Context: an optimization exercise on an open-source flow, tuned for small area and a short achievable clock period. The choices shown serve that exercise and are no tape-out recipe.
At most, simulation tests tie the RTL to the original design; equivalence was not proved.

==> flow/design.v (excerpt) <==
module procesadorVonNeumann(
	input wire clk,
	input wire reset,
	input wire wr,
	input wire [5:0] direccion,
	input wire [11:0] datoEntrante,
	output wire [11:0] datoSaliente
);
==> flow/config.mk <==
export PLATFORM = sky130hd
export DESIGN_NAME = procesadorVonNeumann
export DESIGN_NICKNAME = procesadorVonNeumann
export VERILOG_FILES = /design/flow/design.v
export SDC_FILE = /design/flow/constraint.sdc
export NUM_CORES = 4
export LEC_CHECK = 0
export CAP_MARGIN = 20
export CORE_MARGIN = 2
export CORE_UTILIZATION = 40
export PLACE_DENSITY = 0.6
export SETUP_SLACK_MARGIN = 1.0
export SLEW_MARGIN = 20
export TNS_END_PERCENT = 1
==> flow/constraint.sdc <==
create_clock -name core_clock -period 23.0 [get_ports {clk}]
set_input_delay 4.6000 -clock core_clock [delete_from_list [all_inputs] [get_ports {clk}]]
set_output_delay 4.6000 -clock core_clock [all_outputs]
set_load 0.01 [all_outputs]
standard.sh (not shown) runs the stock make flow with config.mk's settings and CLKGATE_MAP_FILE= SYNTH_SCRIPT=/design/flow/synth_recipe.tcl, a recipe that flattens the netlist after the stock synthesis.
==> flow/flow/run.sh <==
#!/bin/bash
# Own flow: the standard ORFS flow (standard.sh) with three changes.
#  - Yosys's adder extraction (extract_fa + sky130 fa/ha map) is off, so ABC
#    maps the arithmetic itself (much shorter paths through the divider).
#  - repair_timing works to a larger setup margin, so that the resizer also
#    improves paths that already meet the 23 ns clock; the SDC is unchanged.
#  - CTS builds the tree without dummy loads.
MARGIN=$(cat flow/margin.txt 2>/dev/null || echo 16)
export ADDER_MAP_FILE=
export CTS_ARGS="-sink_clustering_enable -repair_clock_nets -dont_use_dummy_load"
sed -e "s/SETUP_SLACK_MARGIN=[-0-9.]*/SETUP_SLACK_MARGIN=$MARGIN/" standard.sh > flow_standard.sh
bash flow_standard.sh synth > synth.log 2>&1 || exit 1
bash flow_standard.sh finish > layout.log 2>&1 || exit 1
==> flow/flow/margin.txt <==
16
Next try:
==> flow/flow/margin.txt (replaced) <==
14
Result: First-iteration DRC count decreases by 1.5%. Wire length went down by 4.6%. Design area shrinks by 9.2%. Fmax shrinks by 6.7%. Count of clock-buffer cells in the layout rises by 2.
Function was not checked in any run of this note: the RTL went through the layout flow alone.

Setup of the reference run:
procesadorVonNeumann, a different RTL version from the one above (not shown whole).
Size: roughly 850 flip-flops, roughly 33 I/O pins.
export LEC_CHECK = 0
export CAP_MARGIN = 20
export CORE_MARGIN = 2
export CORE_UTILIZATION = 55
export PLACE_DENSITY = 0.7
export SETUP_SLACK_MARGIN = 1.0
export SLEW_MARGIN = 20
create_clock -name core_clock -period 23.0 [get_ports {clk}]
==> flow/flow/margin.txt <==
16
Scripts as last shown in full above: flow/flow/run.sh
Edits applied to the flow inputs when going from the reference run to the trial run:
- CORE_UTILIZATION now 40, was 55
- PLACE_DENSITY now 0.6, was 0.7
==> comparison <==
- Looking at die extent in y, the trial run sits 17% higher than the reference run does.
- Against the reference run as the reference, the trial run delivers a lower starting density of the core.
- Diff the reference run -> the trial run: overall die width went up by 52 um, fraction of standard cell area in multi-input logic went down by 0.45 points, total routing resource utilization after global routing went down by 9.8 points.
- Compared with the reference run, the trial run shows minimum setup slack after placement higher by 600 ps.
- Cell area in the trial run is 0.0011 mm2 higher than in the reference run
- Relative to the reference run, the trial run improves setup slack.

Another version of the RTL of procesadorVonNeumann (not shown whole).
Size in the first run: roughly 4,400 cells after synthesis, about 840 flip-flops, about 48,000 µm² of cells after synthesis.
Settings: LEC_CHECK=0, CAP_MARGIN=20, CORE_MARGIN=2, CORE_UTILIZATION=40, PLACE_DENSITY=0.6, SETUP_SLACK_MARGIN=1.0, SLEW_MARGIN=20; clock period 23.0 ns.
==> flow/flow/run.sh <==
#!/bin/bash
# Own flow: the standard ORFS flow (standard.sh) with three changes.
#  - Yosys's adder extraction (extract_fa + sky130 fa/ha map) is off, so ABC
#    maps the arithmetic itself (much shorter paths through the divider).
#  - repair_timing works to a larger setup margin, so that the resizer also
#    improves paths that already meet the 23 ns clock; the SDC is unchanged.
#  - CTS builds the tree without dummy loads.
MARGIN=$(cat flow/margin.txt 2>/dev/null || echo 16)
export ADDER_MAP_FILE=
export CTS_ARGS="-sink_clustering_enable -repair_clock_nets -dont_use_dummy_load $(cat flow/cts_args.txt 2>/dev/null)"
sed -e "s/SETUP_SLACK_MARGIN=[-0-9.]*/SETUP_SLACK_MARGIN=$MARGIN/" standard.sh > flow_standard.sh
bash flow_standard.sh synth > synth.log 2>&1 || exit 1
bash flow_standard.sh finish > layout.log 2>&1 || exit 1
==> flow/flow/cts_args.txt <==
-sink_clustering_size 20 -sink_clustering_max_diameter 150
==> flow/flow/margin.txt <==
15
The starting point passed the timing, DRC and antenna checks.
Rerun with:
==> flow/flow/margin.txt (replaced) <==
16
After rerunning: The new run finished but fails on max-slew violations. Fmax went up by 2.6%. Clock skew barely changes. Final area went up by 0.80%.

## what the ideal ports hide
How much do the figures lean on ideal ports? The routed layouts below were timed once more, with nothing changed but the port constraints.
Step 1, drivers: a clkbuf_16 drives clk and a buf_2 each remaining input, both assumed.
Step 2 adds t to the input delays and takes it off the output delays; t is the mean of the earliest and latest rising clock arrival at the registers after step 1. Input paths then give back, and output paths get back, about the clock's delay inside the block.
Slacks: no drivers / after step 1 / after step 2; pairs: no drivers / after step 1.
run | t (ns) | setup slack, ns | clock arrival spread, ns
the first run of note 1 | 0.768 | 14.637 / 14.637 / 14.072 | 0.077 / 0.077
the second run of note 1 | 0.783 | 14.040 / 14.040 / 13.621 | 0.136 / 0.136
the reference run | 0.698 | 14.974 / 14.974 / 14.803 | 0.070 / 0.069
the trial run | 0.706 | 15.149 / 15.149 / 14.994 | 0.046 / 0.046
the first run of note 3 | 0.735 | 14.887 / 14.887 / 14.887 | 0.113 / 0.113
the second run of note 3 | 0.729 | 15.089 / 15.089 / 15.089 | 0.091 / 0.091
The setup slack of the first run of note 1, which loses most, moves by 0.000 ns with the drivers and by -0.565 ns with both steps.
